What follows belongs to an exercise in optimizing a design on an open flow for small area and a short achievable clock period; a production flow would make more cautious choices.
Function was checked by simulation only, so behaviour that the tests miss may differ from the original.

==> flow/design.v, too long to show whole: its modules and the start of the top module <==
// module gte_mac123: 1207 lines
// module mac_fa: 4 lines
// module mac_ha: 4 lines
module gte_mac123 (
   input  wire               clk,
   input  wire               reset,
   input  wire               trigger,
   input  wire signed [31:0] mul1,
   input  wire signed [31:0] mul2,
   input  wire signed [44:0] add,
   input  wire               sub,
   input  wire               swap,
   input  wire               save_shifted,
   input  wire               use_ir,
   input  wire               ir_shift,
   input  wire               ir_shift_flag,
   input  wire               sat_ir,
   input  wire               sat_ir_flag,
   input  wire               use_result,
   output wire signed [31:0] mac_result,
   output reg                mac_writeback,
   output wire signed [15:0] ir_result,
   output reg                ir_writeback,
   output reg  signed [44:0] mac_last,
   output wire signed [31:0] mac_shifted,
   output wire               flag_mac_uf,
   output wire               flag_mac_of,
   output wire               flag_ir
);
  // ...
==> flow/flow/run.sh <==
#!/bin/bash
# The standard layout (the standard.sh with its unchanged synthesis) with two
# changes to how the layout is made: the port buffers are plain buffers
# (sky130_fd_sc_hd__buf_1) instead of the delay cells buffer_ports picks by
# default, and ORFS's timing repair is asked for a setup margin past what the
# clock period needs. The clock and constraints are the design's.
# make's full output goes to make_finish.log in the work folder.
set -euo pipefail
here="$(cd "$(dirname "${BASH_SOURCE[0]}")/.." && pwd)"
cd "$here"
bash ./standard.sh "BUFFER_PORTS_ARGS=-buffer_cell sky130_fd_sc_hd__buf_1" \
  SETUP_SLACK_MARGIN=7.0 finish > make_finish.log 2>&1
==> flow/standard.sh <==
#!/bin/bash
# synth_recipe.tcl (not shown) runs the flow's synth.tcl, then flattens the netlist and writes it again
# the make line also repeats each setting of config.mk as NAME=value (left out here)
make -C /OpenROAD-flow-scripts/flow DESIGN_CONFIG=/design/flow/config.mk WORK_HOME=/design/flow/orfs CLKGATE_MAP_FILE= SYNTH_SCRIPT=/design/flow/synth_recipe.tcl "${@:-finish}"
==> flow/config.mk <==
export PLATFORM = sky130hd
export DESIGN_NAME = gte_mac123
export DESIGN_NICKNAME = gte_mac123
export VERILOG_FILES = /design/flow/design.v
export SDC_FILE = /design/flow/constraint.sdc
export NUM_CORES = 4
export LEC_CHECK = 0
export ABC_AREA = 1
export CAP_MARGIN = 0
export CORE_MARGIN = 2
export CORE_UTILIZATION = 40
export SLEW_MARGIN = 0
export SYNTH_HIERARCHICAL = 1
==> flow/constraint.sdc <==
create_clock -name core_clock -period 14.0 [get_ports {clk}]
set_input_delay 2.8000 -clock core_clock [delete_from_list [all_inputs] [get_ports {clk}]]
set_output_delay 2.8000 -clock core_clock [all_outputs]
set_load 0.01 [all_outputs]
==> qor.csv, run 1 <==
stage;metric;value;unit
grt;grt_pass1_vias;22260;
worst_setup_path;worst_setup_sp_type;input port;
grt;grt_first_pass_wirelength;139500;µm
final_layout;num-nonclk-buffers;343;
clock_tree;cts-resized-gates;23;
placed_design;placed_cells_incl_taps;4003;
min_path;holdPathStages;2;
timing;total_negative_slack;0;ns
min_path;worst_hold_path.endpoint;mac_last[5];
route;initial_drt_pass_iterations;6;
synthesis;yosys-mux-area-fraction;1.183;%
run_status;status;complete, no violations;
final_layout;filler_cell_count;6565;
placed_design;dp_slack;6.244;ns
route;total_via_count_after_detailed_routing;23010;
synthesis;synth.yosys.warnings;7;
synthesis;synth_cells;3050;
clock_tree;cts_hold_repair.buffers;0;
grt;grt_util_met3;6.628;%
timing;rsz0062_at_grt;true;
worst_setup_path;cp_common_cell;fa_1;
worst_setup_path;timing.critical_path.depth;13;
grt;groute.layer.met1.usage;36.16;%
worst_setup_path;timing.critical_path.fanout_max;37;
worst_setup_path;worst-endpoint-required;14.37;ns
worst_setup_path;cp.buffers_inverters;3;
timing;clock-skew-final;0.01742;ns
min_path;worst_hold_path_type;reg -> reg;
synthesis;synth_edf_count;1;
route;postRouteAntennaNets;0;
timing;slew_viol_final;0;
placed_design;gp_routability_congestion;0.8783;
final_layout;nFlopsAndLatches;186;
route;avg_wl_per_cell;23.04;µm
final_layout;nClkBuffers;20;
worst_setup_path;max_stage_delay;0.57;ns
synthesis;syn_area;27060;µm²
synthesis;synth-compound-area-share;13.98;%
synthesis;synth.area.top_cells;fa_1 29%, xor2_1 16%, dfxtp_1 14%, o22ai_1 9.4%, ha_1 5.7%;
==> inputs of run 2 (changes only) <==
--- a/flow/flow/run.sh
+++ b/flow/flow/run.sh
@@ -11,2 +11,2 @@
 bash ./standard.sh "BUFFER_PORTS_ARGS=-buffer_cell sky130_fd_sc_hd__buf_1" \
-  SETUP_SLACK_MARGIN=7.0 finish > make_finish.log 2>&1
+  SETUP_SLACK_MARGIN=6.8 finish > make_finish.log 2>&1
--- a/flow/config.mk
+++ b/flow/config.mk
@@ -8,6 +8,6 @@
 export ABC_AREA = 1
-export CAP_MARGIN = 0
+export CAP_MARGIN = 20
 export CORE_MARGIN = 2
 export CORE_UTILIZATION = 40
-export SLEW_MARGIN = 0
+export SLEW_MARGIN = 20
 export SYNTH_HIERARCHICAL = 1
==> run 2 against run 1 <==
  * Critical endpoint is now pc_r[34]
  * Clock skew up 0.0058 ns
  * Worst setup slack worse by 0.12 ns
  * Worst hold slack worse by 0.00096 ns
  * Non-clock buffer count shrank 24
  * Via count is 0.27% lower
  * Register-to-register slack got worse by 0.10 ns
  * First-iteration DRC count shrank 13%
  * Count of clock-buffer cells in the layout down 3
  * Core utilization down 0.85 points
  * Synthesized cell count is the same
  * Critical path type unchanged
==> qor.csv, run 2 <==
stage;metric;value;unit;change
worst_setup_path;cp_common_cell;fa_1;;
route;avg_wl_per_cell;23.11;µm;+0.34%
clock_tree;cts-root-to-sink-buffers;2;;
floorplanning;floorplan.initialDensity;40.37;%;
floorplanning;io-pin-count;251;;
grt;grt_max_degree;64;;
grt;total_routing_usage_gr;26.42;%;
placed_design;port_bufs;250;;
floorplanning;placement_rows;95;;
worst_setup_path;worstSetupPathType;in -> reg;;
floorplanning;fp.coreArea;67040;µm²;
grt;antenna_found_initial;0;;
worst_setup_path;regToRegStartpoint;a_r[15];;
timing;timing.final.crit_period;7.095;ns;
clock_tree;insertion_delay;0.50;ns;
synthesis;synth.yosys.warnings;7;;unchanged
timing;total_negative_slack;0;ns;unchanged
timing;finalSetupViolCount;0;;
route;dr_wl_met2;42430;µm;
worst_setup_path;worst-endpoint-required;14.37;ns;about the same
route;postRouteAntennaNets;0;;unchanged
synthesis;ys_ff_latch;186;;
final_layout;filler_cell_count;6672;;+1.6%
synthesis;synthArstFlopShare;0;%;
timing;slew_viol_final;0;;unchanged
route;drt-met1-wl;38560;µm;
synthesis;synth.area.top_cells;fa_1 29%, xor2_1 16%, dfxtp_1 14%, o22ai_1 9.4%, ha_1 5.7%;;
worst_setup_path;endpoint_kind;flip-flop;;
worst_setup_path;cp_cell_sequence;clkbuf_2, buf_4, nor2_2, a21oi_4, buf_4, o22ai_1, xor2_1, fa_1, fa_1, fa_1, fa_1, fa_1, fa_1;;
synthesis;yosysUniqueCellTypes;63;;
synthesis;post-synth-top-area-fraction;29.44;%;
route;drc_errors;0;;
timing;max_slew_margin;21.83;%;
placed_design;gp_routability_congestion;0.8756;;-0.31%
synthesis;syn_area;27060;µm²;unchanged
clock_tree;htree_levels;4;;
min_path;hold_path.startpoint;mac_last[8];;
clock_tree;clock_tree_from_tritoncts;done;;
floorplanning;design.die.area;69760;µm²;
timing;fmaxAchievable;140.9;MHz;
route;postRouteWirelength;93450;µm;
final_layout;signed_area_change_from_the_synthesized_netlist_to_the_final_layout;9.454;%;
route;met3WireLength;9375;µm;
worst_setup_path;timing.critical_path.slowest_stage_cell;fa_1;;
route;total_via_count_after_detailed_routing;22950;;-0.27%
worst_setup_path;worst_setup_sp_type;input port;;
timing;clock-skew-final;0.02322;ns;+0.005807 ns
synthesis;syn_area_per_cell;8.874;µm²;
synthesis;yosys-top-cells-count;486 x xor2_1, 407 x o22ai_1, 398 x fa_1;;
min_path;worst_hold_path_type;reg -> reg;;
route;initial_drt_markers;2180;;
run_status;status;complete, no violations;;
final_layout;layout.area.seq;3762;µm²;
placed_design;placement.cell_area;28690;µm²;
worst_setup_path;timing.critical_path.from;mul2[15];;
final_layout;top_regs;mac_last (45), a_r (44), ps_r (44);;
timing;timing_hold_violations_final;0;;
synthesis;most_used_dff_post_synth;dfxtp_1;;
worst_setup_path;worstPathArrival;7.46;ns;
synthesis;synth_largest_area_cell;fa_1;;
timing;worst_pin_slew;1.173;ns;
clock_tree;tritoncts_num_sinks;186;;
final_layout;final_design_area_no_fill;29620;µm²;
final_layout;num_antenna_cells;0;;
worst_setup_path;max_stage_delay;0.56;ns;about the same
floorplanning;die_w;264.1;µm;
clock_tree;cts_root_buffer;clkbuf_16;;
final_layout;area_used_by_multi_input_combinational_logic;21640;µm²;
timing;layout_worst_path_cycle_share;50.68;%;
clock_tree;cts_hold_repair.buffers;0;;unchanged
worst_setup_path;timing.critical_path.fanout_max;35;;-5.4%
synthesis;ys_seq_area_share;13.80;%;
route;viasPerCell;5.676;;
flow_run;cap_violations;0;;
grt;grt_first_pass_wirelength;140500;µm;+0.73%
final_layout;flip_flop_count_of_the_largest_register_all_copies_and_words_added;45;;
placed_design;detailed_place_hpwl;66090;µm;
grt;globalRoute.totalOverflow;0;;
synthesis;yosysMostFrequentCell;xor2_1;;
final_layout;drive_gt1_share;9.748;%;
clock_tree;cts-buffers-inserted;17;;
final_layout;layout.cells.most_common;xor2_1;;
route;initial_drt_pass_iterations;6;;unchanged
clock_tree;cts.reportedPaths.clkPinSlew;0.08;ns;
final_layout;layout.cells.most_common_list;485 x xor2_1, 407 x o22ai_1, 398 x fa_1, 300 x nand2_1, 238 x inv_1;;
grt;grt_pass1_vias;22660;;+1.8%
route;routed.top_layer;met4;;
final_layout;register_with_the_most_flip_flops;mac_last;;
synthesis;synth_cells;3050;;unchanged
final_layout;final_net_count;3800;;
floorplanning;fp.dieH;264.1;µm;
timing;rsz0062_at_grt;true;;
synthesis;synth_edf_count;1;;unchanged
-- run 2: cell counts after synthesis --
Identical to the previous run, type by type.
-- run 2: cells by family after synthesis --
logic type               share of synthesized area [%]
other                                          0.02775
AO/OA/AOI/OAI                                    13.98
adder cells (fa/ha/maj)                          35.13
flip-flops                                       13.80
multiplexers                                     1.183
buffers and inverters                            7.332
AND/OR/NAND/NOR                                  11.04
XOR/XNOR                                         17.52
-- run 2: metrics by stage --
step | util [%] | cells | worst slack [ns] | hold slack (ns)
finish | 44.19 | 4043 | 6.905 | 0.4788
global placement | 42.78 | 3999 | 6.310 | 0.4587
global route | 44.19 | 4043 | 6.773 | 0.5107
CTS | 43.74 | 4030 | 6.852 | 0.4801
detailed placement | 42.79 | 3999 | 6.241 | 0.4596
floorplan | - | 3056 | 6.975 | 0.4942
-- run 2: worst max-delay path: cells and delay by family --
kind	cells	cell delay (ns)
AND/OR/NAND/NOR	1	0.16
XOR/XNOR	1	0.19
buffers and inverters	3	0.95
AO/OA/AOI/OAI	2	0.50
adder cells (fa/ha/maj)	6	2.81
-- run 2: cell type report --
| type | count | area share (%) |
|---|---|---|
| Multi-Input combinational cell | 2364 | 73.07 |
| Sequential cell | 186 | 12.70 |
| Timing Repair Buffer | 319 | 5.081 |
| Tap cell | 873 | 3.687 |
| Inverter | 270 | 3.421 |
| Clock buffer | 17 | 1.436 |
| Clock inverter | 14 | 0.6082 |
-- run 2: worst paths after layout --
| check | end | slack [ns] | cells past startpoint |
|---|---|---|---|
| setup / recovery | pc_r[34] | 6.90 | 13 |
| hold reg to reg | mac_last[8] | 0.48 | 2 |
| hold / removal | mac_last[8] | 0.48 | 2 |
| setup reg to reg | a_r[43] | 10.49 | 23 |
-- run 2: what timing repair did --
item / CTS / global route
gates resized for setup: 5 / 66
buffers inserted: 0 / 9
pin swaps: 0 / 14
setup endpoints to repair: 18 / 38
gates cloned: 0 / 4
-- run 2: layer usage --
metal  vias up  global-route usage, %
li1      10220                      -
met1     11160                  35.22
met2      1360                  41.59
met3       205                  6.683
met4         0                  9.321
met5         -                      0
-- run 2: Yosys stat by module, one instance, submodules excluded --
| module | flip-flops and latches | times used |
|---|---|---|
| gte_mac123 | 186 | 1 |
| mac_fa | 0 | 398 |
| mac_ha | 0 | 36 |

## static timing again, ports no longer ideal
In the flow no input, the clock included, has a driving cell. The finished layouts below were timed again as built, in two steps. Step 1 (the two cells are an assumption about what drives the block):
set clk [get_ports {clk}]
set_driving_cell -lib_cell sky130_fd_sc_hd__clkbuf_16 $clk
set_driving_cell -lib_cell sky130_fd_sc_hd__buf_2 [delete_from_list [all_inputs] $clk]
Step 2 adds t to the input delays and takes it off the output delays; t is the mean of the earliest and latest rising clock arrival at the registers after step 1. Input paths then give back, and output paths get back, about the clock's delay inside the block. a / b / c = ideal ports / drivers / drivers and shift; a / b = the first two.
run | shift t [ns] | setup WS [ns] | worst hold slack (ns) | worst register clock-pin slew, ns | cell pins on the clock port's net
run 1 | 0.550 | 7.027 / 7.009 / 6.514 | 0.480 / 0.480 / 0.480 | 0.08 / 0.08 | 1
run 2 | 0.552 | 6.905 / 6.928 / 6.375 | 0.479 / 0.479 / 0.479 | 0.10 / 0.10 | 1
After both steps setup and hold are still met in every run listed. For run 2, which loses most, drivers alone change the setup slack by +0.023 ns; drivers and shift together by -0.530 ns.
